Source: an optimization exercise on an open RTL-to-GDS flow (aim: a short achievable clock period and few clock cycles). Production flows keep margins and buffers that such runs may drop.
The RTL was checked by simulation tests, not by an equivalence proof against the original design.
Power is estimated from default activity; no workload was simulated.

$ cat flow/run.sh
#!/bin/bash
set -euo pipefail
bash standard.sh SETUP_SLACK_MARGIN=7 GPL_TIMING_DRIVEN=1 MATCH_CELL_FOOTPRINT=0 \
  'BUFFER_PORTS_ARGS=-buffer_cell sky130_fd_sc_hd__buf_4' finish > make_finish.log 2>&1
$ cat standard.sh
#!/bin/bash
# synth_recipe.tcl (not shown) runs the flow's synth.tcl, then flattens the netlist and writes it again
# the make line also repeats each setting of config.mk as NAME=value (left out here)
make -C /OpenROAD-flow-scripts/flow DESIGN_CONFIG=/design/flow/config.mk WORK_HOME=/design/flow/orfs CLKGATE_MAP_FILE= SYNTH_SCRIPT=/design/flow/synth_recipe.tcl "${@:-finish}"
$ cat config.mk
export PLATFORM = sky130hd
export DESIGN_NAME = riscv_pipeline
export DESIGN_NICKNAME = riscv_pipeline
export VERILOG_FILES = /design/flow/design.v
export SDC_FILE = /design/flow/constraint.sdc
export NUM_CORES = 4
export LEC_CHECK = 0
export CAP_MARGIN = 20
export CORE_MARGIN = 2
export CORE_UTILIZATION = 40
export SLEW_MARGIN = 20
$ cat constraint.sdc
create_clock -name core_clock -period 10.0 [get_ports {clk}]
set_input_delay 2.0000 -clock core_clock [delete_from_list [all_inputs] [get_ports {clk}]]
set_output_delay 2.0000 -clock core_clock [all_outputs]
set_load 0.01 [all_outputs]
$ cat design.v
module flopenrc 
#(parameter WIDTH = 8) (
	input logic clk,
  input logic rst_n,
  input logic en,
  input logic clear,
	input logic [WIDTH-1:0] d,
	output logic [WIDTH-1:0] q
);
always @(posedge clk) begin
  if(~rst_n) begin
    q <= 0;
  end else if(clear) begin
    q <= 0;
  end else if(en) begin
    q <= d;
  end
end
endmodule
module ram32x32 (
  input logic clk,
  input logic rst_n,
  input logic i_we,
  input logic [ 4:0] i_waddr,
  input logic [31:0] i_wdata,
  input logic [ 4:0] i_raddr1,
  input logic [ 4:0] i_raddr2,
  output logic [31:0] o_rdata1,
  output logic [31:0] o_rdata2
);
logic [31:0] data_ram_cell [0:31];
always_ff @(posedge clk) begin
  if (~rst_n) begin
    for (int i = 0; i < 32; i++) data_ram_cell[i] <= 32'b0;
  end else if (i_we) begin
    data_ram_cell[i_waddr] <= i_wdata;
  end
end
assign o_rdata1 = data_ram_cell[i_raddr1];
assign o_rdata2 = data_ram_cell[i_raddr2];
endmodule
module riscv_reg(
  input logic clk,
  input logic rst_n,
  input logic i_re1,
  input logic [4:0]  i_raddr1,
  input logic i_re2,
  input logic [4:0]  i_raddr2,
  input logic i_we,
  input logic [4:0] i_waddr,
  input logic [31:0] i_wdata,
  output logic [31:0] o_rdata1,
  output logic [31:0] o_rdata2
);
logic override1;
logic override2;
logic [31:0] or_rdata1;
logic [31:0] or_rdata2;
assign o_rdata1 = override1 ? 32'b0 : or_rdata1;
assign o_rdata2 = override2 ? 32'b0 : or_rdata2;
assign override1 = ~i_re1 || i_raddr1 == 5'b00000;
assign override2 = ~i_re2 || i_raddr2 == 5'b00000;
ram32x32 regfile(
  .clk(clk),
  .rst_n(rst_n),
  .i_we(i_we),
  .i_waddr(i_waddr),
  .i_wdata(i_wdata),
  .i_raddr1(i_raddr1),
  .i_raddr2(i_raddr2),
  .o_rdata1(or_rdata1),
  .o_rdata2(or_rdata2)
);
endmodule
module riscv_if(
  input logic clk,
  input logic rst_n,
  input logic i_ex_jmp,
  input logic i_id_jmp,
  input logic i_stall,
  input logic [31:0] i_boot_addr,
  input logic [31:0] i_ex_target,
  input logic [31:0] i_id_target, 
  output logic [31:0] o_pc,
  output logic [31:0] o_instr,
  output logic [31:0] o_imem_addr,
  input  logic [31:0] i_imem_data
);
logic [31:0] npc;
assign o_imem_addr = npc;
always_comb begin
  if (i_ex_jmp) begin
    npc = i_ex_target;
  end else if (i_id_jmp) begin
    npc = i_id_target;
  end else if (~i_stall) begin
    npc = o_pc;
  end else begin
    npc = o_pc + 4;
  end
end
always_ff @(posedge clk) begin
  if (~rst_n) begin
    o_instr <= 32'b0;
  end else if (~i_stall) begin
    o_instr <= o_instr;
  end else begin
    o_instr <= i_imem_data;
  end 
end
always_ff @(posedge clk) begin
  if (~rst_n) begin
    o_pc <= {i_boot_addr[31:2], 2'b00} - 4;
  end else begin
    o_pc <= npc;
  end
end
endmodule
module riscv_id(
  input logic [31:0] i_instr,
  output logic [6:0] o_opcode,
  output logic [6:0] o_funct7,
  output logic [2:0] o_funct3,
  output logic [31:0] o_imm_num,
  output logic o_src1_reg_en,
  output logic o_src2_reg_en,
  output logic [4:0] o_src1_reg_addr, 
  output logic [4:0] o_src2_reg_addr,
  output logic o_jal,
  output logic o_alures2reg,
  output logic o_memory2reg,
  output logic o_mem_write,
  output logic [4:0] o_dst_reg_addr
);
parameter OP_LUI    = 7'b0110111;
parameter OP_AUIPC  = 7'b0010111;
parameter OP_JAL    = 7'b1101111;
parameter OP_JALR   = 7'b1100111;
parameter OP_BRANCH = 7'b1100011;
parameter OP_LOAD   = 7'b0000011;
parameter OP_STORE  = 7'b0100011;
parameter OP_ALI    = 7'b0010011;  
parameter OP_ALR    = 7'b0110011;  
assign {o_funct7, o_src2_reg_addr, o_src1_reg_addr, o_funct3, o_dst_reg_addr, o_opcode} = i_instr;
localparam UKNOWN_TYPE = 3'd0, R_TYPE = 3'd1, I_TYPE = 3'd2, S_TYPE = 3'd3, B_TYPE = 3'd4, U_TYPE = 3'd5, J_TYPE = 3'd6;
logic [2:0] instr_type;
assign o_jal = (o_opcode == OP_JAL);
assign o_memory2reg = (o_opcode == OP_LOAD);
assign o_mem_write = (o_opcode == OP_STORE);
assign o_alures2reg = (o_opcode == OP_LUI || o_opcode == OP_AUIPC ||
                       o_opcode == OP_JAL || o_opcode == OP_JALR ||
                       o_opcode == OP_ALI || o_opcode == OP_ALR );
always_comb begin
  case(o_opcode)
    OP_LUI : instr_type = U_TYPE;
    OP_AUIPC : instr_type = U_TYPE;
    OP_JAL : instr_type = J_TYPE;
    OP_JALR : instr_type = I_TYPE;
    OP_BRANCH : instr_type = B_TYPE;
    OP_LOAD : instr_type = I_TYPE;
    OP_STORE : instr_type = S_TYPE;
    OP_ALI : instr_type = I_TYPE;
    OP_ALR : instr_type = R_TYPE;
    default : instr_type = UKNOWN_TYPE;
  endcase
end
always_comb begin
  case(instr_type)
    I_TYPE : o_imm_num = {{20{i_instr[31]}}, i_instr[31:20]};
    S_TYPE : o_imm_num = {{20{i_instr[31]}}, i_instr[31:25], i_instr[11:7]};
    B_TYPE : o_imm_num = {{20{i_instr[31]}}, i_instr[7], i_instr[30:25], i_instr[11:8], 1'b0};
    U_TYPE : o_imm_num = {i_instr[31:12], 12'h0};
    J_TYPE : o_imm_num = {{12{i_instr[31]}}, i_instr[19:12], i_instr[20], i_instr[30:21], 1'b0};
    default: o_imm_num = 0;
  endcase
end
always_comb begin
  case(instr_type)
    R_TYPE : {o_src2_reg_en, o_src1_reg_en} = 2'b11;
    I_TYPE : {o_src2_reg_en, o_src1_reg_en} = 2'b01;
    S_TYPE : {o_src2_reg_en, o_src1_reg_en} = 2'b11;
    B_TYPE : {o_src2_reg_en, o_src1_reg_en} = 2'b11;
    default: {o_src2_reg_en, o_src1_reg_en} = 2'b00;
  endcase
end
endmodule
module riscv_alu(
  input logic [6:0] i_opcode,
  input logic [6:0] i_funct7,
  input logic [2:0] i_funct3,
  input logic [31:0] i_num1,
  input logic [31:0] i_num2,
  input logic [31:0] i_imm_num,
  input logic [31:0] i_pc,
  output logic o_if_branch,
  output logic [31:0] o_num,
  output logic [31:0] o_pc
);
parameter OP_JALR   = 7'b1100111;
parameter OP_BRANCH = 7'b1100011;
parameter OP_BEQ    = 3'b000;
parameter OP_BNE    = 3'b001;
parameter OP_BLT    = 3'b100;
parameter OP_BGE    = 3'b101;
parameter OP_BLTU   = 3'b110;
parameter OP_BGEU   = 3'b111;
logic [ 4:0] shamt, shamt_rs;
logic [31:0] num1_plus_imm;
logic [31:0] pc_plus_imm;
logic signed [31:0] i_num1s, i_num2s, i_imm_nums;
assign shamt         = i_imm_num[4:0];
assign shamt_rs      = i_num2[4:0];
assign num1_plus_imm = i_num1 + i_imm_num;
assign pc_plus_imm   = i_pc + i_imm_num;
assign i_num1s       = i_num1;
assign i_num2s       = i_num2;
assign i_imm_nums    = i_imm_num;
always_comb begin : PC_handle
  case(i_opcode)
    OP_JALR: begin
      o_if_branch = 1'b1;
      o_pc        = {num1_plus_imm[31:1], 1'b0};
    end   
    OP_BRANCH: begin
      case(i_funct3)
        OP_BEQ:  o_if_branch = (i_num1  == i_num2 );
        OP_BNE:  o_if_branch = (i_num1  != i_num2 );
        OP_BLT:  o_if_branch = (i_num1s <  i_num2s);
        OP_BGE:  o_if_branch = (i_num1s >= i_num2s);
        OP_BLTU: o_if_branch = (i_num1  <  i_num2 );
        OP_BGEU: o_if_branch = (i_num1  >= i_num2 );
        default: o_if_branch = 1'b0;  
      endcase
      o_pc        = pc_plus_imm;
    end
    default: begin
      o_if_branch = 1'b0;  
      o_pc        = 32'b0;
    end
  endcase
end
always_comb begin : ONUM_handle
  casex({i_funct7,i_funct3,i_opcode})
    17'bxxxxxxx_xxx_0110111: o_num = i_imm_num;      
    17'bxxxxxxx_xxx_0010111: o_num = pc_plus_imm;    
    17'bxxxxxxx_xxx_110x111: o_num = i_pc + 4;       
    17'bxxxxxxx_000_0010011: o_num = num1_plus_imm;  
    17'bxxxxxxx_010_0010011: o_num = (i_num1s < i_imm_nums) ? 1 : 0;  
    17'bxxxxxxx_011_0010011: o_num = (i_num1 < i_imm_num) ? 1 : 0;  
    17'bxxxxxxx_100_0010011: o_num = i_num1 ^ i_imm_num;  
    17'bxxxxxxx_110_0010011: o_num = i_num1 | i_imm_num;  
    17'bxxxxxxx_111_0010011: o_num = i_num1 & i_imm_num;  
    17'b0000000_001_0010011: o_num = i_num1 << shamt;  
    17'b0000000_101_0010011: o_num = i_num1 >> shamt;  
    17'b0100000_101_0010011: o_num = i_num1s >>> shamt;  
    17'b0000000_000_0110011: o_num = i_num1 + i_num2;  
    17'b0100000_000_0110011: o_num = i_num1 - i_num2;  
    17'b0000000_001_0110011: o_num = i_num1 << shamt_rs;  
    17'b0000000_010_0110011: o_num = (i_num1s < i_num2s) ? 1 : 0;  
    17'b0000000_011_0110011: o_num = (i_num1 < i_num2) ? 1 : 0;  
    17'b0000000_100_0110011: o_num = i_num1 ^ i_num2;  
    17'b0000000_101_0110011: o_num = i_num1 >> shamt_rs;  
    17'b0100000_101_0110011: o_num = i_num1s >>> shamt_rs;  
    17'b0000000_110_0110011: o_num = i_num1 | i_num2;  
    17'b0000000_111_0110011: o_num = i_num1 & i_num2;  
    default:                 o_num = 0;  
  endcase
end
endmodule
module riscv_mem(
  input logic i_re,
  input logic i_we,
  input logic [2:0] i_funct3,
  input logic [31:0] i_addr,
  input logic [31:0] i_wdata,
  output logic [31:0] o_rdata,
  output logic [31:0] o_dmem_rd_addr,
  input  logic [31:0] i_dmem_rd_data,
  output logic o_dmem_wr_req,
  output logic [3:0] o_dmem_wr_be,
  output logic [31:0] o_dmem_wr_addr,
  output logic [31:0] o_dmem_wr_data
);
logic [31:0] addr_bus;
logic [1:0] addr_lsb;
logic [31:0] rdata;
logic [3:0] byte_enable;
logic [31:0] wdata;
assign addr_bus = {i_addr[31:2], 2'b00};
assign addr_lsb = i_addr[1:0];
assign o_dmem_rd_addr = i_re ? addr_bus : 32'b0;
assign rdata = i_dmem_rd_data;
assign o_dmem_wr_req = i_we;
assign o_dmem_wr_be = i_we ? byte_enable : 4'h0;
assign o_dmem_wr_addr = i_we ? addr_bus : 32'b0;
assign o_dmem_wr_data = i_we ? wdata : 32'b0;
always_comb begin
  casex(i_funct3)
    3'bx00: begin
      if (addr_lsb == 2'b00) begin 
        byte_enable = 4'b0001;
      end else if (addr_lsb == 2'b01) begin
        byte_enable = 4'b0010;
      end else if (addr_lsb == 2'b10) begin
        byte_enable = 4'b0100;
      end else begin
        byte_enable = 4'b1000;
      end
    end
    3'bx01: begin
      if (addr_lsb == 2'b00) begin 
        byte_enable = 4'b0011;
      end else if (addr_lsb == 2'b10) begin
        byte_enable = 4'b1100;
      end else begin
        byte_enable = 4'b0000;
      end
    end
    3'b010: begin
      if (addr_lsb == 2'b00) begin 
        byte_enable = 4'b1111;
      end else begin
        byte_enable = 4'b0000;
      end   
    end
    default: begin
      byte_enable = 4'b0000;
    end
  endcase
end
always_comb begin
  casex(i_funct3)
    3'bx00: begin
      if (addr_lsb == 2'b00) begin 
        wdata = {24'b0, i_wdata[7:0]};
      end else if (addr_lsb == 2'b01) begin
        wdata = {16'b0, i_wdata[7:0], 8'b0};
      end else if (addr_lsb == 2'b10) begin
        wdata = {8'b0, i_wdata[7:0], 16'b0};
      end else begin
        wdata = {i_wdata[7:0], 24'b0};
      end
    end
    3'bx01: begin
      if (addr_lsb == 2'b00) begin 
        wdata = {16'b0, i_wdata[15:0]};
      end else if (addr_lsb == 2'b10) begin
        wdata = {i_wdata[15:0], 16'b0};
      end else begin
        wdata = 32'b0;
      end
    end
    3'b010: begin
      if (addr_lsb == 2'b00) begin 
        wdata = i_wdata;
      end else begin
        wdata = 32'b0;
      end   
    end
    default: begin
      wdata = 32'b0;
    end
  endcase
end
always_comb begin
  if(i_re) begin
    case(i_funct3)
      3'b000: if (addr_lsb==2'b00) o_rdata = {{24{rdata[7]}}, rdata[7:0]};
              else if(addr_lsb==2'b01) o_rdata = {{24{rdata[15]}}, rdata[15:8]};
              else if(addr_lsb==2'b10) o_rdata = {{24{rdata[23]}}, rdata[23:16]};
              else o_rdata = {{24{rdata[31]}}, rdata[31:24]};
      3'b100: if (addr_lsb==2'b00) o_rdata = {24'b0, rdata[7:0]};
              else if(addr_lsb==2'b01) o_rdata = {24'b0, rdata[15: 8]};
              else if(addr_lsb==2'b10) o_rdata = {24'b0, rdata[23:16]};
              else o_rdata = {24'b0, rdata[31:24]};
      3'b001: if (addr_lsb==2'b00) o_rdata = {{16{rdata[15]}}, rdata[15:0]};
              else if(addr_lsb==2'b10) o_rdata = {{16{rdata[31]}}, rdata[31:16]};
              else o_rdata = 0;
      3'b101: if (addr_lsb==2'b00) o_rdata = {16'b0, rdata[15:0]};
              else if(addr_lsb==2'b10) o_rdata = {16'b0, rdata[31:16]};
              else o_rdata = 0;
      3'b010: if(addr_lsb==2'b00) o_rdata = rdata;
              else o_rdata = 0;
      default: o_rdata = 0;
    endcase
  end else begin
    o_rdata = 0;
  end
end
endmodule
module riscv_hazard(
  input logic clk,
  input logic rst_n,
  input logic i_src1_reg_en,
  input logic i_src2_reg_en,
  input logic [4:0] i_src1_reg_addr,
  input logic [4:0] i_src2_reg_addr,
  input logic i_dst_reg_enE,
  input logic i_dst_reg_enM,
  input logic i_dst_reg_enB,
  input logic [4:0] i_dst_reg_addrE,
  input logic [4:0] i_dst_reg_addrM,
  input logic [4:0] i_dst_reg_addrB,
  input logic i_jalD,  
  input logic i_ex_branchE,
  input logic i_bus_stallM,
  output logic o_stallFD,o_flushFD,
  output logic o_stallDE,o_flushDE,
  output logic o_stallEM,o_flushEM,
  output logic o_stallMB,o_flushMB,
  output logic o_stallF
);
logic [3:0] pipeline_stall;
logic [3:0] pipeline_flush;
logic stall_bus, stall_conflict;
assign {o_flushFD,o_flushDE,o_flushEM,o_flushMB} = pipeline_flush;
assign {o_stallFD,o_stallDE,o_stallEM,o_stallMB} = pipeline_stall;
assign o_stallF = stall_bus & stall_conflict;
always_comb begin
  if (~rst_n) begin
    pipeline_flush = 4'b0000;
    stall_conflict = 1'b1;
  end else if (i_ex_branchE) begin
    pipeline_flush = 4'b1100;
    stall_conflict = 1'b1;
  end else if (i_src1_reg_en && i_src1_reg_addr != 5'b00000) begin
    if (i_dst_reg_enE && i_dst_reg_addrE == i_src1_reg_addr) begin
      pipeline_flush = 4'b0100;
      stall_conflict = 1'b0;
    end else if (i_dst_reg_enM && i_dst_reg_addrM == i_src1_reg_addr) begin
      pipeline_flush = 4'b0100;
      stall_conflict = 1'b0;
    end else if (i_dst_reg_enB && i_dst_reg_addrB == i_src1_reg_addr) begin
      pipeline_flush = 4'b0100;
      stall_conflict = 1'b0;
    end else if (i_src2_reg_en && i_src2_reg_addr != 5'b00000) begin
      if (i_dst_reg_enE && i_dst_reg_addrE == i_src2_reg_addr) begin
        pipeline_flush = 4'b0100;
        stall_conflict = 1'b0;
      end else if (i_dst_reg_enM && i_dst_reg_addrM == i_src2_reg_addr) begin
        pipeline_flush = 4'b0100;
        stall_conflict = 1'b0;
      end else if (i_dst_reg_enB && i_dst_reg_addrB == i_src2_reg_addr) begin
        pipeline_flush = 4'b0100;
        stall_conflict = 1'b0;
      end else begin
        pipeline_flush = 4'b0000;
        stall_conflict = 1'b1;
      end
    end else begin
      pipeline_flush = 4'b0000;
      stall_conflict = 1'b1;
    end
  end else if (i_src2_reg_en && i_src2_reg_addr != 5'b00000) begin
    if (i_dst_reg_enE && i_dst_reg_addrE == i_src2_reg_addr) begin
      pipeline_flush = 4'b0100;
      stall_conflict = 1'b0;
    end else if (i_dst_reg_enM && i_dst_reg_addrM == i_src2_reg_addr) begin
      pipeline_flush = 4'b0100;
      stall_conflict = 1'b0;
    end else if (i_dst_reg_enB && i_dst_reg_addrB == i_src2_reg_addr) begin
      pipeline_flush = 4'b0100;
      stall_conflict = 1'b0;
    end else begin
      pipeline_flush = 4'b0000;
      stall_conflict = 1'b1;
    end
  end else if (i_jalD) begin
    pipeline_flush = 4'b1000;
    stall_conflict = 1'b1;
  end else begin
    pipeline_flush = 4'b0000;
    stall_conflict = 1'b1;
  end
end
always_comb begin
  stall_bus = 1;
  if (~rst_n) begin
    pipeline_stall = 4'b1111;
    stall_bus = 1;
  end else if (i_bus_stallM) begin
    pipeline_stall = 4'b0001;
    stall_bus = 0;
  end else if (i_src1_reg_en && i_src1_reg_addr != 5'b00000) begin
    if (i_dst_reg_enE && i_dst_reg_addrE == i_src1_reg_addr) begin
      pipeline_stall = 4'b0111;
    end else if (i_dst_reg_enM && i_dst_reg_addrM == i_src1_reg_addr) begin
      pipeline_stall = 4'b0111;
    end else if (i_dst_reg_enB && i_dst_reg_addrB == i_src1_reg_addr) begin
      pipeline_stall = 4'b0111;
    end else if (i_src2_reg_en && i_src2_reg_addr != 5'b00000) begin
      if (i_dst_reg_enE && i_dst_reg_addrE == i_src2_reg_addr) begin
        pipeline_stall = 4'b0111;
      end else if (i_dst_reg_enM && i_dst_reg_addrM == i_src2_reg_addr) begin
        pipeline_stall = 4'b0111;
      end else if (i_dst_reg_enB && i_dst_reg_addrB == i_src2_reg_addr) begin
        pipeline_stall = 4'b0111;
      end else begin
        pipeline_stall = 4'b1111;
      end
    end else begin
      pipeline_stall = 4'b1111;
    end
  end else if (i_src2_reg_en && i_src2_reg_addr != 5'b00000) begin
    if (i_dst_reg_enE && i_dst_reg_addrE == i_src2_reg_addr) begin
      pipeline_stall = 4'b0111;
    end else if (i_dst_reg_enM && i_dst_reg_addrM == i_src2_reg_addr) begin
      pipeline_stall = 4'b0111;
    end else if (i_dst_reg_enB && i_dst_reg_addrB == i_src2_reg_addr) begin
      pipeline_stall = 4'b0111;
    end else begin
      pipeline_stall = 4'b1111;
    end
  end else begin
    pipeline_stall = 4'b1111;
    stall_bus = 1;
  end
end
endmodule
module riscv_pipeline(
  input logic clk,
  input logic rst_n,
  input logic [31:0] i_boot_addr,
  output logic [31:0] imem_rd_addr,
  input  logic [31:0] imem_rd_data,
  output logic [31:0] dmem_rd_addr,
  input  logic [31:0] dmem_rd_data,
  output logic        dmem_wr_req,
  output logic [3:0]  dmem_wr_be,
  output logic [31:0] dmem_wr_addr,
  output logic [31:0] dmem_wr_data
);
logic [31:2] pcF;         
logic [31:2] pcHn;        
wire  [31:2] pcH = ~pcHn;
logic        vD;
logic [31:0] instD;
logic [31:2] pcD;
logic        ptD;         
logic [31:2] ptgtD;       
logic [31:0] aE, bE, sdE;
logic        sdFwdE;       
logic [31:0] linkE;
logic [31:2] btgtE;
logic [31:2] pcE;
logic [31:2] ptgtE;
logic        ptE, jalE, ncE;    
logic [4:0]  rdE;
logic [2:0]  f3E;
logic        wenE, loadE, storeE, brE, jalrE, predE;
logic        eqBrE;         
logic [31:2] altE;          
logic        subE, arithE, cmpuE;
logic        selSumE, selLtE, selXorE, selOrE, selAndE, selSllE, selSrE, selLinkE;
logic [31:0] resM, sdM;
logic [31:0] rdAddrM;          
logic [31:0] wrAddrM;          
logic [3:0]  beM;
logic [4:0]  rdM;
logic [2:0]  f3M;
logic        wenM, loadM, wreqM;
logic [31:0] resW;
logic [4:0]  rdW;
logic        wenW;
logic [31:0] rf [1:31];
logic [31:1] rfv;
assign imem_rd_addr = {pcF, 2'b00};
localparam NB = 8;
logic [NB-1:0] bV, bPt, bUn;
localparam TB = 11;              
logic [TB:2]   bPc [NB];
logic [31:2]   bTg [NB];
logic [1:0]    bCt [NB];
logic [2:0]    bPtr;
logic [NB-1:0] hitF;
logic [31:2]   btbTgtF;
always_comb begin
  btbTgtF = '0;
  for (int i = 0; i < NB; i++) begin
    hitF[i] = bPt[i] & (bPc[i] == pcH[TB:2]);
    btbTgtF = btbTgtF | ({30{hitF[i]}} & bTg[i]);
  end
end
wire btbTakeF = |hitF;
logic        uV, uTaken, uUn, uJalr;
logic [31:2] uPc, uTgt;
logic [NB-1:0] um;
always_comb for (int i = 0; i < NB; i++) um[i] = bV[i] & (bPc[i] == uPc[TB:2]);
wire uHit = |um;
wire [31:2] uTgtX = uJalr ? jtgtM : uTgt;
always_ff @(posedge clk) begin
  if (~rst_n) begin
    bV <= '0; bPt <= '0; bPtr <= '0;
  end else if (uV) begin
    if (uHit) begin
      for (int i = 0; i < NB; i++) if (um[i]) begin
        logic [1:0] c;
        c = uTaken ? ((bCt[i] == 2'b11) ? 2'b11 : bCt[i] + 2'd1)
                   : ((bCt[i] == 2'b00) ? 2'b00 : bCt[i] - 2'd1);
        bCt[i] <= c;
        bTg[i] <= uTgtX;
        bUn[i] <= uUn;
        bPt[i] <= uUn | c[1];
      end
    end else if (uTaken) begin
      bV[bPtr]  <= 1'b1;
      bPt[bPtr] <= 1'b1;
      bPc[bPtr] <= uPc[TB:2];
      bTg[bPtr] <= uTgtX;
      bCt[bPtr] <= 2'b10;
      bUn[bPtr] <= uUn;
      bPtr <= bPtr + 3'd1;
    end
  end
end
wire [4:0] opD  = instD[6:2];
wire [2:0] f3D  = instD[14:12];
wire [4:0] rdD  = instD[11:7];
wire [4:0] rs1D = instD[19:15];
wire [4:0] rs2D = instD[24:20];
logic isLuiD, isAuipcD, isJalD, isJalrD, isBrD, isLoadD, isStoreD, isAluiD, isAlurD;
logic use1D, use2D, wrD;
logic [31:0] immD;
wire isAluD = isAluiD | isAlurD;
wire [31:0] iF = imem_rd_data;
wire [4:0] opF = iF[6:2];
wire fLui   = opF == 5'b01101;
wire fAuipc = opF == 5'b00101;
wire fJal   = opF == 5'b11011;
wire fJalr  = opF == 5'b11001;
wire fBr    = opF == 5'b11000;
wire fLoad  = opF == 5'b00000;
wire fStore = opF == 5'b01000;
wire fAlui  = opF == 5'b00100;
wire fAlur  = opF == 5'b01100;
logic [31:0] immF;
always_comb begin
  if (fStore)            immF = {{20{iF[31]}}, iF[31:25], iF[11:7]};
  else if (fBr)          immF = {{20{iF[31]}}, iF[7], iF[30:25], iF[11:8], 1'b0};
  else if (fLui|fAuipc)  immF = {iF[31:12], 12'h0};
  else if (fJal)         immF = {{12{iF[31]}}, iF[19:12], iF[20], iF[30:21], 1'b0};
  else                   immF = {{20{iF[31]}}, iF[31:20]};
end
wire [31:0] pcD32 = {pcD, 2'b00};
wire [31:0] tgtD  = pcD32 + immD;
wire [31:0] link4D = pcD32 + 32'd4;
logic [31:0] resE;        
logic [31:0] mresM;       
logic [31:0] ldM;         
wire [31:0] rf1 = (rs1D != 5'd0 && rfv[rs1D]) ? rf[rs1D] : 32'd0;
wire [31:0] rf2 = (rs2D != 5'd0 && rfv[rs2D]) ? rf[rs2D] : 32'd0;
wire e1 = wenE & (rdE == rs1D);
wire m1 = wenM & (rdM == rs1D);
wire w1 = wenW & (rdW == rs1D);
wire e2 = wenE & (rdE == rs2D);
wire m2 = wenM & (rdM == rs2D);
wire w2 = wenW & (rdW == rs2D);
wire [31:0] rs1q = (m1 & ~loadM) ? resM : w1 ? resW : rf1;
wire [31:0] rs2q = (m2 & ~loadM) ? resM : w2 ? resW : rf2;
wire        aFromE = e1 & ~isLuiD & ~isAuipcD;
wire        aSelSum = aFromE & selSumE;
wire        aSelOth = aFromE & ~selSumE;
wire        aSelLd  = ~e1 & m1 & loadM & ~isLuiD & ~isAuipcD;
wire        aSelQ   = ~aFromE & ~aSelLd;
wire [31:0] aQ      = isLuiD ? 32'd0 : (isAuipcD ? pcD32 : rs1q);
wire        bReg    = use2D & ~isStoreD;
wire        bFromE  = e2 & bReg;
wire        bSelSum = bFromE & selSumE;
wire        bSelOth = bFromE & ~selSumE;
wire        bSelLd  = bReg & ~e2 & m2 & loadM;
wire        bSelQ   = ~bFromE & ~bSelLd;
wire [31:0] bQ      = bReg ? rs2q : immD;
wire        sdSelLd = m2 & loadM;
logic misE, jmisE;
logic misM, jmisM;
logic killQ;
logic [31:2] altM, jtgtM;
wire redirM = misM | jmisM;
logic fmisE, zQ;
wire killE  = redirM | zQ;
wire vDk     = vD & ~redirM & ~killQ & ~zQ;
wire stallD  = vDk & loadE & ((use1D & (rdE == rs1D)) | (use2D & ~isStoreD & (rdE == rs2D)));
wire predD   = ~ptD & (isJalD | (isBrD & instD[31]));    
wire redirD  = vDk & predD & ~stallD;
wire goD     = vDk & ~stallD;               
wire keepF   = ~redirM;
wire selHold = keepF & stallD;
wire selRedD = keepF & ~stallD & redirD;
wire seqOk   = keepF & ~stallD & ~redirD;
wire selBtb  = seqOk & btbTakeF;
wire selSeq  = seqOk & ~btbTakeF;
wire [31:2] pcInc = pcH + 30'd1;
wire [31:2] newR  = ({30{misM}}    & altM)
                  | ({30{jmisM}}   & jtgtM)
                  | ({30{selHold}} & pcH)
                  | ({30{selRedD}} & tgtD[31:2])
                  | ({30{selBtb}}  & btbTgtF)
                  | ({30{selSeq}}  & pcInc);
wire [31:2] newF  = fmisE ? altE : newR;
always_ff @(posedge clk) begin
  if (~rst_n) begin
    pcF   <= i_boot_addr[31:2];
    pcHn  <= ~i_boot_addr[31:2];
    vD    <= 1'b0;
    killQ <= 1'b0;
    zQ    <= 1'b0;
  end else begin
    zQ    <= fmisE;
    pcF <= newF;
    pcHn <= ~newF;
    if (~stallD) vD <= ~redirD;
    killQ <= redirM;
  end
end
always_ff @(posedge clk) begin
  if (~stallD) begin
    instD <= imem_rd_data;
    isLuiD <= fLui; isAuipcD <= fAuipc; isJalD <= fJal; isJalrD <= fJalr; isBrD <= fBr;
    isLoadD <= fLoad; isStoreD <= fStore; isAluiD <= fAlui; isAlurD <= fAlur;
    use1D <= fJalr | fBr | fLoad | fStore | fAlui | fAlur;
    use2D <= fBr | fStore | fAlur;
    wrD   <= (fLui | fAuipc | fJal | fJalr | fLoad | fAlui | fAlur) & (iF[11:7] != 5'd0);
    immD  <= immF;
    pcD   <= pcH;
    ptD   <= btbTakeF;
    ptgtD <= btbTgtF;
  end
end
always_ff @(posedge clk) begin
  if (~rst_n) begin
    wenE <= 1'b0; loadE <= 1'b0; storeE <= 1'b0; brE <= 1'b0; jalrE <= 1'b0; jalE <= 1'b0; ncE <= 1'b0;
    eqBrE <= 1'b0;
  end else begin
    jalE   <= goD & isJalD;
    ncE    <= goD & ~isJalD & ~isJalrD & ~isBrD;
    wenE   <= goD & wrD;
    loadE  <= goD & isLoadD;
    storeE <= goD & isStoreD;
    brE    <= goD & isBrD;
    eqBrE  <= goD & isBrD & ~f3D[2];
    jalrE  <= goD & isJalrD;
  end
end
always_ff @(posedge clk) begin
  aE    <= ({32{aSelSum}} & sumE) | ({32{aSelOth}} & resOE) | ({32{aSelLd}} & ldM) | ({32{aSelQ}} & aQ);
  bE    <= ({32{bSelSum}} & sumE) | ({32{bSelOth}} & resOE) | ({32{bSelLd}} & ldM) | ({32{bSelQ}} & bQ);
  sdE   <= sdSelLd ? ldM : rs2q;
  sdFwdE <= e2;
  linkE <= link4D;
  btgtE <= tgtD[31:2];
  rdE   <= rdD;
  f3E   <= f3D;
  predE <= ptD | instD[31];
  altE  <= (ptD | instD[31]) ? link4D[31:2] : tgtD[31:2];
  ptE   <= ptD;
  ptgtE <= ptgtD;
  pcE   <= pcD;
  subE  <= isAlurD & (f3D == 3'b000) & instD[30];
  arithE <= instD[30];
  cmpuE <= isBrD ? f3D[1] : f3D[0];
  selSumE  <= isLuiD | isAuipcD | isLoadD | isStoreD | (isAluD & f3D == 3'b000);
  selLtE   <= isAluD & (f3D == 3'b010 || f3D == 3'b011);
  selXorE  <= isAluD & f3D == 3'b100;
  selOrE   <= isAluD & f3D == 3'b110;
  selAndE  <= isAluD & f3D == 3'b111;
  selSllE  <= isAluD & f3D == 3'b001;
  selSrE   <= isAluD & f3D == 3'b101;
  selLinkE <= isJalD | isJalrD;
end
wire [31:0] sumE = aE + (bE ^ {32{subE}}) + {31'd0, subE};
wire ltuE = aE < bE;
wire ltE  = (aE[31] ^ bE[31]) ? (cmpuE ? bE[31] : aE[31]) : ltuE;
wire eqE  = aE == bE;
wire [31:0] sllE = aE << bE[4:0];
wire signed [31:0] aEs = aE;
wire [31:0] sraE = aEs >>> bE[4:0];
wire [31:0] srE  = arithE ? sraE : (aE >> bE[4:0]);
logic [31:0] resOE;      
assign resOE = ({32{selLtE}}   & {31'd0, ltE})
            | ({32{selXorE}}  & (aE ^ bE))
            | ({32{selOrE}}   & (aE | bE))
            | ({32{selAndE}}  & (aE & bE))
            | ({32{selSllE}}  & sllE)
            | ({32{selSrE}}   & srE)
            | ({32{selLinkE}} & linkE);
assign resE = ({32{selSumE}} & sumE) | resOE;
wire condE  = f3E[2] ? ltE : eqE;
wire takenE = condE ^ f3E[0];
logic jeqE;
always_comb begin
  logic c;
  jeqE = 1'b1;
  c = (aE[1] & bE[1]) | ((aE[1] ^ bE[1]) & aE[0] & bE[0]);
  for (int i = 2; i < 32; i++) begin
    if ((aE[i] ^ bE[i] ^ c) != ptgtE[i]) jeqE = 1'b0;
    c = (aE[i] & bE[i]) | ((aE[i] ^ bE[i]) & ~ptgtE[i]);
  end
end
wire tgtOkE = ptgtE == btgtE;
assign fmisE  = eqBrE & ~killE & (eqE ^ f3E[0] ^ predE);
assign misE   = ~killE & ((brE & ~eqBrE & (takenE ^ predE))
                        | (brE & takenE & predE & ptE & ~tgtOkE)
                        | (jalE & ptE & ~tgtOkE)
                        | (ncE & ptE));
assign jmisE  = jalrE & ~killE & ~(ptE & jeqE);
logic [3:0]  beE;
logic [31:0] sdalE;
wire  [31:0] sdv = sdFwdE ? mresM : sdE;
always_comb begin
  case (f3E[1:0])
    2'b00:   begin beE = 4'b0001 << sumE[1:0];         sdalE = {4{sdv[7:0]}};  end
    2'b01:   begin beE = sumE[1] ? 4'b1100 : 4'b0011;  sdalE = {2{sdv[15:0]}}; end
    default: begin beE = 4'b1111;                      sdalE = sdv;            end
  endcase
end
always_ff @(posedge clk) begin
  if (~rst_n) begin
    wenM <= 1'b0; loadM <= 1'b0; wreqM <= 1'b0; uV <= 1'b0; misM <= 1'b0; jmisM <= 1'b0;
  end else begin
    uV    <= (brE | jalrE | jalE) & ~killE;
    wenM  <= wenE & ~killE;
    loadM <= loadE & ~killE;
    wreqM <= storeE & ~killE;
    misM  <= misE;
    jmisM <= jmisE;
  end
end
always_ff @(posedge clk) begin
  resM <= resE;
  rdAddrM <= {32{loadE}} & sumE;
  wrAddrM <= {32{storeE}} & sumE;
  altM  <= (jalE | (brE & takenE)) ? btgtE : linkE[31:2];    
  jtgtM <= sumE[31:2];
  uPc    <= pcE;
  uTgt   <= btgtE;
  uJalr  <= jalrE;
  uTaken <= ~brE | takenE;
  uUn    <= ~brE;
  sdM  <= sdalE;
  beM  <= beE;
  rdM  <= rdE;
  f3M  <= f3E;
end
assign dmem_rd_addr = rdAddrM;
assign dmem_wr_req  = wreqM;
assign dmem_wr_be   = beM;
assign dmem_wr_addr = wrAddrM;
assign dmem_wr_data = sdM;
logic [3:0]  lbSelM;             
logic        hi1M, hi3M;         
logic        ldWM;               
logic [3:0]  sxBM;               
logic        sxH1M, sxH3M;       
wire  [1:0]  aoE = sumE[1:0];
always_ff @(posedge clk) begin
  lbSelM[0] <= (f3E[1:0] == 2'b00 & aoE == 2'd0) | (f3E[1:0] == 2'b01 & ~aoE[1]) | f3E[1];
  lbSelM[1] <= (f3E[1:0] == 2'b00 & aoE == 2'd1);
  lbSelM[2] <= (f3E[1:0] == 2'b00 & aoE == 2'd2) | (f3E[1:0] == 2'b01 & aoE[1]);
  lbSelM[3] <= (f3E[1:0] == 2'b00 & aoE == 2'd3);
  hi1M      <= (f3E[1:0] == 2'b01 & ~aoE[1]) | f3E[1];
  hi3M      <= (f3E[1:0] == 2'b01 & aoE[1]);
  ldWM      <= f3E[1];
  for (int k = 0; k < 4; k++) sxBM[k] <= (f3E == 3'b000) & (aoE == 2'(k));
  sxH1M     <= (f3E == 3'b001) & ~aoE[1];
  sxH3M     <= (f3E == 3'b001) & aoE[1];
end
wire [7:0] ln0 = dmem_rd_data[7:0],   ln1 = dmem_rd_data[15:8];
wire [7:0] ln2 = dmem_rd_data[23:16], ln3 = dmem_rd_data[31:24];
wire extB = (sxBM[0] & ln0[7]) | (sxBM[1] & ln1[7]) | (sxBM[2] & ln2[7]) | (sxBM[3] & ln3[7]);
wire extH = (sxH1M & ln1[7]) | (sxH3M & ln3[7]);
assign ldM[7:0]   = ({8{lbSelM[0]}} & ln0) | ({8{lbSelM[1]}} & ln1) | ({8{lbSelM[2]}} & ln2) | ({8{lbSelM[3]}} & ln3);
assign ldM[15:8]  = ({8{hi1M}} & ln1) | ({8{hi3M}} & ln3) | {8{extB}};
assign ldM[31:16] = ldWM ? {ln3, ln2} : {16{extB | extH}};
assign mresM = loadM ? ldM : resM;
always_ff @(posedge clk) begin
  if (~rst_n) wenW <= 1'b0;
  else        wenW <= wenM;
end
always_ff @(posedge clk) begin
  resW <= mresM;
  rdW  <= rdM;
end
always_ff @(posedge clk) begin
  if (~rst_n) rfv <= '0;
  else if (wenW) rfv[rdW] <= 1'b1;
end
always_ff @(posedge clk) begin
  if (wenW) rf[rdW] <= resW;
end
endmodule
==> run summary, run 1 <==
switching share of power=0.276; Synth-to-Final Area Change=27.4%; main flop type after synthesis=edfxtp_1; die height=505 microns; maximum VDD drop=0.205 mV; asr flop ratio synth=0; worst skew pair latency=0.92 ns; Final min period=3.60 ns; Comb pwr share=0.160; initial antenna violation count=31; ratio of cells with drive above 1 in the final layout=0.376; Area contributors post-synth=edfxtp_1 43%, mux4_2 15%, dfxtp_1 14%; synthesis-stage register bit count=2128; PD cells=177 nW/um^2; hold slack=0.293 ns; DIE AREA=256000 sq um; RSZ-0062 raised after global routing=yes; fillers=20500; Psw=0.00626 W; Synth Area in XOR/XNOR=0.0346; Syn Area/Cell=13.5 sq um; final WL=399000 microns; port bufs=224; Crit Path Class=flip-flop to flip-flop; reg2reg setup slack=6.40 ns; Startpoint Class=flip-flop; clock sinks=2128; Hold Crit Class=flip-flop to flip-flop; Post-Synth Simple-Gate Area=0.0761; WL per Instance=34.0 microns; Vias=73900; Final Worst Setup Slack=6.40 ns; endpoints failing setup=0; Crit Reg-Reg Startpoint=bE[1]$_DFF_P_; Post-Syn Area=101000 sq um; CP max FO=7; placed cells=10700; nets=8457; Hold Fails Final Rpt=0; Adder-Cell Fraction of Synth Area=0.0226; sequential-to-total area share from yosys stat=0.566; Setup crit end kind=flip-flop; crit path capture=pcF[16]$_DFF_P_; RD Place Congestion=1.04; Final Skew=0.106 ns; Layout Cells excl Fill=11700; DR pass1 iterations=6; post-place setup slack=4.87 ns; Post-synth EDFFs=1436; Critical R2R Capture=pcF[16]$_DFF_P_; Yosys top cell area share=0.429; hold-fix buffers at CTS=0; max-slew violation count=0; H-tree depth=4; Clock Tree Buf Depth=3; crit path launch=bE[1]$_DFF_P_; post-synthesis compound-gate area fraction=0.0926; root buf cell=clkbuf_16; status=no timing/DRC/antenna violations; setup TNS=0 ns; num ports=231; drt initial violations=10100; Initial Utilization=0.401; width of the die=505 microns; Flop pwr share=0.459; synth warn=1; fmax=278 MHz; row count=184; worst path required time=10.79 ns; TritonCTS Buffers=222; CTS tree=done; DRC Markers=0; cell taking the most area after synthesis=edfxtp_1; Arr. time, crit path=4.39 ns; gr usage total=0.301; global-route wire length before repair=547000 microns; main combinational cell family by area after synthesis=multiplexers; max-cap violations=0; Final period util=0.360; unique cell type count in the Yosys netlist=93; antenna viol nets, final=0; Mapped Cells=7429; largest net degree at the start of global routing=71; post-DP HPWL=243000 microns; mux cell area share after synthesis=0.180; core area=251000 sq um; DR vias/cell=6.29; normalized max-slew margin=0.213; Int Power=0.0164 W; Pleak=45.6 nW; vias in the first global route=71000; GRT overflow=0; CTS clk-pin slew, worst paths=0.06 ns; Clk network pwr share=0.381; reg2reg path depth=11; Worst-Margin Slew=1.17 ns
==> synthesized netlist by cell type (all sizes together), types with 111 or more instances <==
library cell	instances
edfxtp	1436
dfxtp	692
mux4	648
nor2	593
nand2	396
a21oi	360
clkbuf	299
o21ai	276
mux2i	241
inv	221
xor2	199
xnor2	198
ha	177
buf	168
nor3	152
nand3	111
==> per-layer routing <==
layer,global-route usage,wire (microns),vias up
met5,0,109,-
met4,0.184,30200,16
met3,0.0645,39100,1089
met2,0.475,184000,4510
met1,0.380,146000,37900
li1,-,-,30300
==> worst max-delay path, cell delays in order (launching register included) <==
cell and delay [ns]:
dfxtp_4 0.36, buf_12 0.12, clkinvlp_4 0.11, buf_12 0.15
ha_4 0.22, or4_4 0.45, or4_4 0.59, and3_4 0.23
a221o_1 0.28, a221o_1 0.28, o32a_1 0.39, mux2_4 0.28
==> kinds of logic (layout without fill, tap and decap cells) <==
family | after synthesis | count (layout)
AOI/OAI and AO/OA | 1389 | 1391
muxes | 989 | 989
adders and majority gates | 181 | 181
buffers and inverters | 691 | 1624
and+or+nand+nor | 1653 | 1666
DFF | 2128 | 2128
xor gates and xnor gates | 397 | 397
other | 1 | 16
==> cells in the final DEF (no fill, tap or decap), drive strengths merged, types with 51 or more instances in the layout <==
cell       n
mux4     648
nor3     152
ha       177
xor2     199
nand2    408
a22oi    104
o21ai    276
mux2i    241
dfxtp    692
nand4     70
and2      93
xnor2    198
inv      217
buf      941
a21oi    360
edfxtp  1436
nor2     593
a221oi    91
a221o     51
clkbuf   335
clkinv    92
nand3    111
mux2     100
==> per-stage QoR <==
stage                      util  cell area [sq um]  total power, W
final                     0.511             128000          0.0226
after global routing      0.511             128000          0.0232
after CTS                 0.498             125000          0.0223
after detailed placement  0.429             107000          0.0131
after global placement    0.429             107000          0.0131
after floorplan               -             102000          0.0119
==> how the worst min path moves through the flow <==
stage                        start                 to  cells after the start  slack [ns]
6_report       ptgtD[10]$_DFFE_PN_  ptgtE[10]$_DFF_P_                      0        0.29
4_1_cts        ptgtD[10]$_DFFE_PN_  ptgtE[10]$_DFF_P_                      0        0.30
5_1_grt        ptgtD[10]$_DFFE_PN_  ptgtE[10]$_DFF_P_                      0        0.30
3_5_place_dp        pcE[1]$_DFF_P_     uPc[1]$_DFF_P_                      0        0.31
3_3_place_gp        pcE[0]$_DFF_P_     uPc[0]$_DFF_P_                      0        0.31
2_1_floorplan       pcE[0]$_DFF_P_     uPc[0]$_DFF_P_                      0        0.31
==> final cells by class <==
type,instances,area [sq um],area share
repair buffers,975,10500,0.0822
clock inverters,121,1420,0.0111
flip-flops and latches,2128,57400,0.448
diodes,14,35.0,0.000273
multi-input cells,4626,47300,0.369
well taps,3348,4190,0.0327
clock buffers,301,6290,0.0491
inverters,224,938,0.00733
repair inverters,3,22.5,0.000176
==> repair_timing <==
| item | 4_1_cts | 5_1_grt |
|---|---|---|
| gates resized for setup | 1279 | 439 |
| setup endpoints to repair | 988 | 564 |
| pin swaps | 206 | 215 |
| cloned | 52 | 5 |
| buffers inserted | 372 | 150 |
==> power groups by stage <==
| stage | registers, W | clock network [W] | logic, W |
|---|---|---|---|
| after floorplan | 0.0103 | 0 | 0.00163 |
| after detailed placement | 0.0106 | 0 | 0.00255 |
| after global placement | 0.0106 | 0 | 0.00253 |
| final | 0.0104 | 0.00863 | 0.00362 |
| after CTS | 0.0104 | 0.00870 | 0.00328 |
| after global routing | 0.0104 | 0.00904 | 0.00372 |
==> registers in the layout, summed over array words and instances (netlist names), 31 cells and up, named ones only <==
register / flops
sdE: 32
bTg: 240
rf: 992
aE: 32
sdM: 32
resW: 32
wrAddrM: 32
rfv: 31
bE: 32
bPc: 80
immD: 32
resM: 32
rdAddrM: 32
Testbench counts, summed over its fixed seeds: cycles 25,327.
==> run 2, diff against run 1 <==
--- a/design.v
+++ b/design.v
@@ -552,9 +552,9 @@
 logic [31:2] altE;          
 logic        subE, arithE, cmpuE;
 logic        selSumE, selLtE, selXorE, selOrE, selAndE, selSllE, selSrE, selLinkE;
-logic [31:0] resM, sdM;
-logic [31:0] rdAddrM;          
-logic [31:0] wrAddrM;          
+logic [31:0] resM, sdM;        
+logic [31:0] resMn;            
+wire  [31:0] resMi = ~resMn;
 logic [3:0]  beM;
 logic [4:0]  rdM;
 logic [2:0]  f3M;
@@ -655,8 +655,8 @@
 wire e2 = wenE & (rdE == rs2D);
 wire m2 = wenM & (rdM == rs2D);
 wire w2 = wenW & (rdW == rs2D);
-wire [31:0] rs1q = (m1 & ~loadM) ? resM : w1 ? resW : rf1;
-wire [31:0] rs2q = (m2 & ~loadM) ? resM : w2 ? resW : rf2;
+wire [31:0] rs1q = (m1 & ~loadM) ? resMi : w1 ? resW : rf1;
+wire [31:0] rs2q = (m2 & ~loadM) ? resMi : w2 ? resW : rf2;
 wire        aFromE = e1 & ~isLuiD & ~isAuipcD;
 wire        aSelSum = aFromE & selSumE;
 wire        aSelOth = aFromE & ~selSumE;
@@ -827,8 +827,7 @@
 end
 always_ff @(posedge clk) begin
   resM <= resE;
-  rdAddrM <= {32{loadE}} & sumE;
-  wrAddrM <= {32{storeE}} & sumE;
+  resMn <= ~resE;
   altM  <= (jalE | (brE & takenE)) ? btgtE : linkE[31:2];    
   jtgtM <= sumE[31:2];
   uPc    <= pcE;
@@ -841,10 +840,10 @@
   rdM  <= rdE;
   f3M  <= f3E;
 end
-assign dmem_rd_addr = rdAddrM;
+assign dmem_rd_addr = resM;
 assign dmem_wr_req  = wreqM;
 assign dmem_wr_be   = beM;
-assign dmem_wr_addr = wrAddrM;
+assign dmem_wr_addr = resM;
 assign dmem_wr_data = sdM;
 logic [3:0]  lbSelM;             
 logic        hi1M, hi3M;         
@@ -871,7 +870,7 @@
 assign ldM[7:0]   = ({8{lbSelM[0]}} & ln0) | ({8{lbSelM[1]}} & ln1) | ({8{lbSelM[2]}} & ln2) | ({8{lbSelM[3]}} & ln3);
 assign ldM[15:8]  = ({8{hi1M}} & ln1) | ({8{hi3M}} & ln3) | {8{extB}};
 assign ldM[31:16] = ldWM ? {ln3, ln2} : {16{extB | extH}};
-assign mresM = loadM ? ldM : resM;
+assign mresM = loadM ? ldM : resMi;
 always_ff @(posedge clk) begin
   if (~rst_n) wenW <= 1'b0;
   else        wenW <= wenM;
==> run 2 against run 1 <==
- hold slack better by 0.034 ns
- first-iteration DRC count up 1.4%
- die area down 0.37%
- sequential power about the same
- still clean on timing, DRC and antenna
- combinational power down 11%
- global-route usage up 0.76 points
- critical endpoint is now imem_rd_addr[26]
- clock skew down 0.029 ns
- non-clock buffer count up 71
- power down 3.3%
==> run summary, run 2 <==
Syn Area/Cell=13.5 sq um; PD cells=171 nW/um^2; ratio of cells with drive above 1 in the final layout=0.387; hold-fix buffers at CTS=0; max-cap violations=0; drt initial violations=10300; CTS tree=done; core area=249000 sq um; global-route wire length before repair=557000 microns; Hold Fails Final Rpt=0; endpoints failing setup=0; Arr. time, crit path=1.42 ns; commonest non-fill, non-tap cell in the layout=edfxtp_1; initial antenna violation count=20; RSZ-0062 raised after global routing=yes; max-slew violation count=0; Crit Path Class=flip-flop to output port; Mapped Cells=7419; gr usage total=0.309; number of flip-flops in the largest register=992; reg2reg setup slack=6.62 ns; CP Cell Sequence=buf_6; die height=505 microns; CP max FO=1; synth warn=1; root buf cell=clkbuf_16; commonest non-fill, non-tap cells in the layout=1436 x edfxtp_1, 635 x mux4_2, 580 x buf_4; crit path max-delay cell type=dfxtp_4; unique cell type count in the Yosys netlist=99; width of the die=505 microns; maximum VDD drop=0.168 mV; setup TNS=0 ns; Post-synth EDFFs=1436; H-tree depth=4; Startpoint Class=flip-flop; RD Place Congestion=1.02; DRC Markers=0; DIE AREA=255000 sq um; final WL=408000 microns; Clock Tree Buf Depth=3; CTS clk-pin slew, worst paths=0.07 ns; Commonest cells post-synth=1436 x edfxtp_1, 660 x dfxtp_1, 635 x mux4_2; Biggest register=rf; Final Skew=0.0771 ns; slowest stage delay, CP=0.42 ns; worst skew pair latency=0.90 ns; TritonCTS Buffers=215; WL per Instance=34.8 microns; post-DP HPWL=252000 microns; Final min period=3.42 ns; Yosys top cell area share=0.430; clock sinks=2096; DR vias/cell=6.32; worst path bufs/invs=1; Setup crit end kind=output port; Worst-Margin Slew=1.21 ns; DR pass1 iterations=6; port bufs=224; GRT overflow=0; Synth-to-Final Area Change=27.8%; Pleak=45.3 nW; Final period util=0.342; CP delay by family, top=flip-flops; row count=183; Area contributors post-synth=edfxtp_1 43%, mux4_2 14%, dfxtp_1 13%; cell with the most instances after synthesis=edfxtp_1; cell taking the most area after synthesis=edfxtp_1; largest net degree at the start of global routing=66; asr flop ratio synth=0; Hold Crit Class=flip-flop to flip-flop; hold slack=0.327 ns; top flop regs=rf x992, bTg x240, bPc x80; Post-Syn Area=100000 sq um; main flop type after synthesis=edfxtp_1; synthesis-stage register bit count=2096; normalized max-slew margin=0.187; num ports=231; fmax=292 MHz; worst path required time=8.00 ns; sequential-to-total area share from yosys stat=0.562; Vias=74100; Initial Utilization=0.403; status=no timing/DRC/antenna violations; vias in the first global route=70900; antenna viol nets, final=0; nets=8479
run 2: cell count changes in the layout (fill, tap and decap cells not counted), moves of 33 or more:
cell,previous run,this run
nor3_1,98,62
and2_1,72,30
o21ai_4,4,38
dfxtp_2,183,135
buf_4,530,580
inv_1,182,219
nor2_1,520,460
o21ai_0,176,143
run 2: layout make-up:
| type | count | area [sq um] |
|---|---|---|
| Antenna cell | 6 | 15.0 |
| Timing Repair Buffer | 1046 | 11500 |
| Timing Repair inverter | 2 | 22.5 |
| Sequential cell | 2096 | 56800 |
| Tap cell | 3330 | 4170 |
| Multi-Input combinational cell | 4595 | 47300 |
| Clock buffer | 286 | 6100 |
| Clock inverter | 112 | 1330 |
| Inverter | 246 | 988 |
| Fill cell | 20600 | 121000 |
run 2: kinds of logic (layout without fill, tap and decap cells):
kind of cell               after synthesis  count (layout)  synth area share
other                                    1               8         0.0000374
adders and majority gates              180             180            0.0226
buffers and inverters                  741            1692            0.0315
AOI/OAI and AO/OA                     1441            1444            0.0971
muxes                                  987             987             0.179
DFF                                   2096            2096             0.562
xor gates and xnor gates               419             419            0.0366
and+or+nand+nor                       1554            1563            0.0709
run 2: per-layer routing:
metal  GRT usage  routed length [microns]  vias to the layer above
li1            -                        -                    30300
met1       0.400                   151000                    38100
met2       0.478                   185000                     4607
met3      0.0595                    40500                     1031
met4       0.195                    31800                        8
met5           0                       57                        -
run 2: stage by stage:
step / instances / instance area [sq um] / total power [W] / setup slack [ns] / utilization
5_1_grt: 11700 / 128000 / 0.0224 / 6.54 / 0.515
3_3_place_gp: 10700 / 106000 / 0.0127 / 4.75 / 0.426
3_5_place_dp: 10700 / 106000 / 0.0127 / 4.75 / 0.426
4_1_cts: 11500 / 124000 / 0.0216 / 6.53 / 0.498
2_1_floorplan: 7420 / 101000 / 0.0116 / 6.50 / -
6_report: 11700 / 128000 / 0.0219 / 6.58 / 0.515
run 2: path summary, 6_finish.rpt:
path	from	to	cells after the start
min	pcE[0]$_DFF_P_	uPc[0]$_DFF_P_	0
max reg2reg	aE[21]$_DFF_P_	altM[19]$_DFF_P_	13
min reg2reg	pcE[0]$_DFF_P_	uPc[0]$_DFF_P_	0
max	pcF[26]$_DFF_P_	imem_rd_addr[26]	1
run 2: report_power, final:
part | internal, W | total (W) | switching (W)
logic | 0.00139 | 0.00321 | 0.00182
clock network | 0.00482 | 0.00845 | 0.00362
registers | 0.00973 | 0.0102 | 0.000508
total | 0.0159 | 0.0219 | 0.00595
run 2: timing repair:
item,in CTS,in global routing
pin swaps,241,269
buffers inserted,398,199
endpoints found under the setup margin,1053,627
hold endpoints to repair,0,0
gates resized for setup,1392,539
gates cloned,53,7
Testbench counts of run 2, summed over its fixed seeds: cycles 25,327.
==> run 3, diff against run 2 <==
--- a/config.mk
+++ b/config.mk
@@ -8,4 +8,5 @@
 export CAP_MARGIN = 20
 export CORE_MARGIN = 2
 export CORE_UTILIZATION = 40
+export PLACE_DENSITY = 0.7
 export SLEW_MARGIN = 20
==> run 3 against run 2 <==
- hold slack worse by 0.011 ns
- clock-buffer cell count is 10 lower
- register-to-register slack worse by 0.06 ns
- clock power is 2% lower
- clock skew is 0.019 ns higher
- design area is 0.55% lower
- sequential share of layout area is 0.26 points higher
- power is 0.39% lower
- critical path depth stayed put
- routed wire length is 2.4% lower
- global-route usage is 0.95 points lower
- critical endpoint is now dmem_wr_addr[24]
==> run summary, run 3 <==
fmax=288 MHz; row count=183; DIE AREA=255000 sq um; CP max FO=2; initial antenna violation count=21; drt initial violations=11600; area occupied by multi-input gates=47100 sq um; CTS clk-pin slew, worst paths=0.07 ns; synthesis-stage register bit count=2096; Mapped Cells=7419; design area=127000 sq um; Crit Reg-Reg Startpoint=subE$_DFF_P_; gr usage total=0.300; Post-Syn Area=100000 sq um; RSZ-0062 raised after global routing=yes; synth warn=1; worst skew pair latency=0.91 ns; DR vias/cell=6.48; core area=249000 sq um; Adder-Cell Fraction of Synth Area=0.0226; H-tree depth=4; placed cells=10700; Startpoint Class=flip-flop; nets=8440; Synth Area in XOR/XNOR=0.0366; max-cap violations=0; Yosys top cell area share=0.430; crit path capture=dmem_wr_addr[24]; Clock Tree Buf Depth=3; DRC Markers=0; post-synthesis compound-gate area fraction=0.0971; commonest non-fill, non-tap cells in the layout=1436 x edfxtp_1, 635 x mux4_2, 567 x buf_4; normalized max-slew margin=0.194; Final Skew=0.0957 ns; RD Place Congestion=1.02; Syn Area/Cell=13.5 sq um; setup TNS=0 ns; placed inst area=106000 sq um; reg2reg setup slack=6.56 ns; TritonCTS Buffers=209; cell taking the most area after synthesis=edfxtp_1; max-slew violation count=0; Final period util=0.348; Post-Synth Simple-Gate Area=0.0709; Post-synth EDFFs=1436; Initial Utilization=0.403; Area contributors post-synth=edfxtp_1 43%, mux4_2 14%, dfxtp_1 13%; unique cell type count in the Yosys netlist=99; Worst-Margin Slew=1.21 ns; Arr. time, crit path=1.48 ns; top flop regs=rf x992, bTg x240, bPc x80; Synth-to-Final Area Change=27.1%; worst path bufs/invs=1; Hold Crit Class=flip-flop to flip-flop; Commonest cells post-synth=1436 x edfxtp_1, 660 x dfxtp_1, 635 x mux4_2; ratio of cells with drive above 1 in the final layout=0.381; root buf cell=clkbuf_16; number of flip-flops in the largest register=992; Design Power=0.0218 W; CP delay by family, top=flip-flops; reg2reg path depth=14; CP Cell Sequence=buf_6; crit path max-delay cell type=dfxtp_4; crit path launch=resM[24]$_DFF_P_; hold-fix buffers at CTS=0; maximum VDD drop=0.180 mV; clock sinks=2096; PD cells=171 nW/um^2; register area=56800 sq um; final WL=398000 microns; Final Worst Setup Slack=6.52 ns; status=no timing/DRC/antenna violations; vias in the first global route=72800; DR pass1 iterations=10; Critical R2R Capture=resM[30]$_DFF_P_; Vias=75700; Crit path depth=1; sequential-to-total area share from yosys stat=0.562; main combinational cell family by area after synthesis=multiplexers; CTS tree=done; Layout Cells excl Fill=11700; GRT overflow=0; post-place setup slack=4.75 ns; Crit Path Class=flip-flop to output port; width of the die=505 microns; fillers=20000; worst path required time=8.00 ns; main flop type after synthesis=edfxtp_1; die height=505 microns; Setup crit end kind=output port; largest net degree at the start of global routing=72; commonest non-fill, non-tap cell in the layout=edfxtp_1; Hold Fails Final Rpt=0; antenna viol nets, final=0; port bufs=224; mux cell area share after synthesis=0.179; endpoints failing setup=0; Final min period=3.48 ns; Biggest register=rf; num ports=231; asr flop ratio synth=0; global-route wire length before repair=548000 microns; slowest stage delay, CP=0.45 ns; WL per Instance=34.1 microns; post-DP HPWL=239000 microns; Pleak=45.0 nW; cell with the most instances after synthesis=edfxtp_1
## run 3: changes by cell type in the layout (fill, tap and decap cells not counted), sizes merged, moves of 2 or more
cell | previous run | this run
buf | 1006 | 976
bufinv | 20 | 23
clkinvlp | 10 | 16
clkbuf | 326 | 318
clkinv | 77 | 68
inv | 253 | 255
diode | 6 | 12
## run 3: kinds of logic (layout without fill, tap and decap cells)
logic type                 Yosys count  in the layout
muxes                              987            987
buffers and inverters              741           1656
DFF                               2096           2096
and+or+nand+nor                   1554           1560
AOI/OAI and AO/OA                 1441           1443
adders and majority gates          180            180
other                                1             14
xor gates and xnor gates           419            419
## run 3: timing repair
item | CTS | global route
pin swaps | 248 | 263
endpoints found under the hold margin | 0 | 0
setup buffers | 363 | 199
cloned | 55 | 6
endpoints found under the setup margin | 1012 | 828
resized for setup | 1320 | 568
## run 3: how the worst min path moves through the flow
| stage | slack, ns | cells past startpoint | from | endpoint |
|---|---|---|---|---|
| 2_1_floorplan | 0.31 | 0 | pcE[0]$_DFF_P_ | uPc[0]$_DFF_P_ |
| 3_3_place_gp | 0.31 | 0 | pcE[0]$_DFF_P_ | uPc[0]$_DFF_P_ |
| 3_5_place_dp | 0.31 | 0 | pcE[0]$_DFF_P_ | uPc[0]$_DFF_P_ |
| 4_1_cts | 0.33 | 0 | pcE[0]$_DFF_P_ | uPc[0]$_DFF_P_ |
| 5_1_grt | 0.33 | 0 | ptgtD[31]$_DFFE_PN_ | ptgtE[31]$_DFF_P_ |
| 6_report | 0.32 | 0 | ptgtD[31]$_DFFE_PN_ | ptgtE[31]$_DFF_P_ |
## run 3: final cells by class
type                       count  share of cell area
tap                         3330              0.0327
clock inverter               115              0.0109
inverter                     246             0.00784
clock buffer                 276              0.0460
antenna                       12            0.000236
sequential                  2096               0.446
timing repair inverter         1           0.0000393
multi-input combinational   4591               0.369
timing repair buffer        1018              0.0871
## run 3: worst reg2reg max path, stage by stage, from the launching register on
cell       delay [ns]
dfxtp_4          0.39
clkbuf_16        0.21
xor2_4           0.20
ha_1             0.34
and3_2           0.25
nand4_1          0.19
inv_1            0.11
o311a_4          0.28
o21ai_4          0.09
a211o_1          0.38
buf_6            0.15
buf_6            0.12
o21ai_4          0.14
xor2_2           0.25
a21o_2           0.25
## run 3: metal layers
layer	wire length, microns	vias up	track usage
li1	-	30300	-
met1	131000	37800	0.356
met2	181000	6021	0.468
met3	49300	1577	0.0812
met4	37200	4	0.220
met5	35	-	0
## run 3: power breakdown
group          leakage (nW)  switching (W)  internal [W]
Combinational          22.5        0.00185       0.00143
Sequential             19.0       0.000495       0.00973
Clock                  3.53        0.00358       0.00472
Total                  45.0        0.00593        0.0159
## run 3: metrics by stage
stage,hold slack [ns],util
final,0.316,0.512
after CTS,0.326,0.494
after global placement,0.314,0.426
after detailed placement,0.312,0.426
after floorplan,0.310,-
after global routing,0.332,0.512
==> run 4, diff against run 3 <==
--- a/config.mk
+++ b/config.mk
@@ -8,5 +8,5 @@
 export CAP_MARGIN = 20
 export CORE_MARGIN = 2
 export CORE_UTILIZATION = 40
-export PLACE_DENSITY = 0.7
+export PLACE_DENSITY = 0.5
 export SLEW_MARGIN = 20
==> run 4 against run 3 <==
- sequential share of layout area down 0.42 points
- global-route usage up 2.3 points
- cell count up 0.68%
- critical path type is now flip-flop to flip-flop
- utilization up 0.42 points
- still clean
- power up 2.3%
- design area up 0.82%
- critical path depth up 14
- first-iteration DRC count down 23%
- largest power group unchanged
- sequential power about the same
- fmax up 1.5%
==> run summary, run 4 <==
CTS tree=done; global-route wire length before repair=576000 microns; commonest non-fill, non-tap cells in the layout=1436 x edfxtp_1, 635 x mux4_2, 581 x buf_4; width of the die=505 microns; H-tree depth=4; Worst path most repeated cell=buf_12; Core Util, Final=0.516; row count=183; Final min period=3.42 ns; gr usage total=0.323; drt initial violations=8935; CP max FO=4; normalized max-slew margin=0.240; Hold Fails Final Rpt=0; Initial Utilization=0.403; number of flip-flops in the largest register=992; max-cap violations=0; top flop regs=rf x992, bTg x240, bPc x80; GRT overflow=0; Yosys top cell area share=0.430; endpoints failing setup=0; ratio of cells with drive above 1 in the final layout=0.384; DR vias/cell=6.20; Pleak=45.6 nW; CTS clk-pin slew, worst paths=0.06 ns; nets=8495; Biggest register=rf; DR pass1 iterations=6; crit path max-delay cell type=mux4_2; die height=505 microns; Commonest cells post-synth=1436 x edfxtp_1, 660 x dfxtp_1, 635 x mux4_2; worst skew pair latency=0.91 ns; Setup crit end kind=flip-flop; RSZ-0062 raised after global routing=yes; DIE AREA=255000 sq um; Mapped Cells=7419; Vias=73000; cell with the most instances after synthesis=edfxtp_1; setup TNS=0 ns; Worst-Margin Slew=1.14 ns; Arr. time, crit path=4.17 ns; DRC Markers=0; PD cells=174 nW/um^2; root buf cell=clkbuf_16; TritonCTS Buffers=224; vias in the first global route=70700; fmax=292 MHz; antenna viol nets, final=0; status=no timing/DRC/antenna violations; Startpoint Class=flip-flop; cell taking the most area after synthesis=edfxtp_1; largest net degree at the start of global routing=82; Post-synth EDFFs=1436; Area contributors post-synth=edfxtp_1 43%, mux4_2 14%, dfxtp_1 13%; worst path required time=10.75 ns; synthesis-stage register bit count=2096; Crit Path Class=flip-flop to flip-flop; max-slew violation count=0; commonest non-fill, non-tap cell in the layout=edfxtp_1; WL per Instance=36.0 microns; synth warn=1; CP Cell Sequence=buf_4, nor3_4, xor2_2, mux4_2, o2bb2ai_4, o21bai_4, buf_12, buf_12, buf_6, buf_12, buf_4, buf_6, o21ai_4, o21ai_4, o221ai_2; reg2reg setup slack=6.58 ns; Final Skew=0.0838 ns; Post-Syn Area=100000 sq um; final WL=424000 microns; unique cell type count in the Yosys netlist=99; fillers=21100; Syn Area/Cell=13.5 sq um; RD Place Congestion=0.954; sequential-to-total area share from yosys stat=0.562; slowest stage delay, CP=0.60 ns; initial antenna violation count=21; maximum VDD drop=0.169 mV; num ports=231; hold-fix buffers at CTS=0; post-DP HPWL=260000 microns; clock sinks=2096; core area=249000 sq um; Final period util=0.342; area occupied by multi-input gates=47000 sq um; register area=56700 sq um; Synth-to-Final Area Change=28.2%; asr flop ratio synth=0; Clock Tree Buf Depth=3; port bufs=224; Hold Crit Class=flip-flop to flip-flop; main flop type after synthesis=edfxtp_1
## run 4: path summary, 6_finish.rpt
check	endpoint	start	depth (start not counted)
max	bE[22]$_DFF_P_	instD[21]$_DFFE_PN_	15
min reg2reg	uPc[1]$_DFF_P_	pcE[1]$_DFF_P_	0
max reg2reg	bE[22]$_DFF_P_	instD[21]$_DFFE_PN_	15
min	uPc[1]$_DFF_P_	pcE[1]$_DFF_P_	0
## run 4: critical path, delay by kind of cell, from the launching register on
family,cells,cell delay (ns)
buf+inv,7,0.87
simple gates,1,0.25
compound gates,5,0.79
mux,1,0.60
xor+xnor,1,0.25
flops,1,0.50
## run 4: kinds of logic after synthesis
group	count (synthesis)	share of synthesized area
AO/OA/AOI/OAI	1441	0.0971
XOR/XNOR	419	0.0366
adder cells (fa/ha/maj)	180	0.0226
buffers and inverters	741	0.0315
flip-flops	2096	0.562
multiplexers	987	0.179
other	1	0.0000374
AND/OR/NAND/NOR	1554	0.0709
## run 4: routing by layer
layer,vias up,wire [microns],track usage
li1,30400,-,-
met1,38000,161000,0.409
met2,3685,200000,0.523
met3,867,32000,0.0506
met4,2,30800,0.192
met5,-,13,0
## run 4: through the flow
step	total power, W	std cells	hold slack, ns	setup WS, ns	cell area [sq um]
3_5_place_dp	0.0128	10700	0.312	4.96	106000
4_1_cts	0.0221	11600	0.327	6.52	125000
5_1_grt	0.0229	11800	0.332	6.51	128000
3_3_place_gp	0.0127	10700	0.313	5.02	106000
6_report	0.0223	11800	0.327	6.58	128000
2_1_floorplan	0.0116	7420	0.310	6.50	101000
## run 4: repair_timing
action                     4_1_cts  5_1_grt
setup endpoints to repair     1293      676
cloned                          56        6
pin swaps                      245      238
gates resized for setup       1379      526
setup buffers                  427      152
## run 4: report_power, final
group | total, W | switching [W] | leakage [nW] | internal, W
sequential | 0.0101 | 0.000417 | 19.0 | 0.00973
clock | 0.00891 | 0.00374 | 3.82 | 0.00517
combinational | 0.00326 | 0.00190 | 22.8 | 0.00136
total | 0.0223 | 0.00606 | 45.6 | 0.0163
## run 4: final cells by class
class                      instances  share of cell area
timing repair buffer            1056              0.0905
clock buffer                     289              0.0482
clock inverter                   137              0.0136
sequential                      2096               0.442
inverter                         246             0.00784
tap                             3330              0.0324
multi-input combinational       4594               0.366
antenna                           16            0.000312

afterwards: timing with drivers on the ports:
The flow's constraints put no driver on any port. The routed layouts listed below were extracted and timed again, unchanged, in two steps. Step 1 assumes that a clkbuf_16 drives the clock port and a buf_2 every other input. Step 2 also shifts input and output timing later by t, the mid clock arrival at the registers, as if the neighbouring blocks saw the same clock. Three values: no drivers, after step 1, after step 2; two values: the first two.
run | shift t [ns] | setup slack, ns | worst hold slack (ns) | worst slew at a driven data input, ns | pins driven straight from the clock port
run 1 | 0.960 | 6.404 / 6.404 / 5.779 | 0.293 / 0.293 / 0.293 | 0.22 | 1
run 2 | 0.956 | 6.575 / 6.485 / 5.817 | 0.327 / 0.327 / 0.327 | 0.13 | 1
run 3 | 0.958 | 6.524 / 6.431 / 5.835 | 0.316 / 0.316 / 0.316 | 0.19 | 1
run 4 | 0.970 | 6.577 / 6.492 / 5.798 | 0.327 / 0.327 / 0.327 | 0.26 | 1
After both steps setup and hold are still met in every run listed. The setup slack of run 4, which loses most, moves by -0.085 ns with the drivers and by -0.779 ns with both steps.
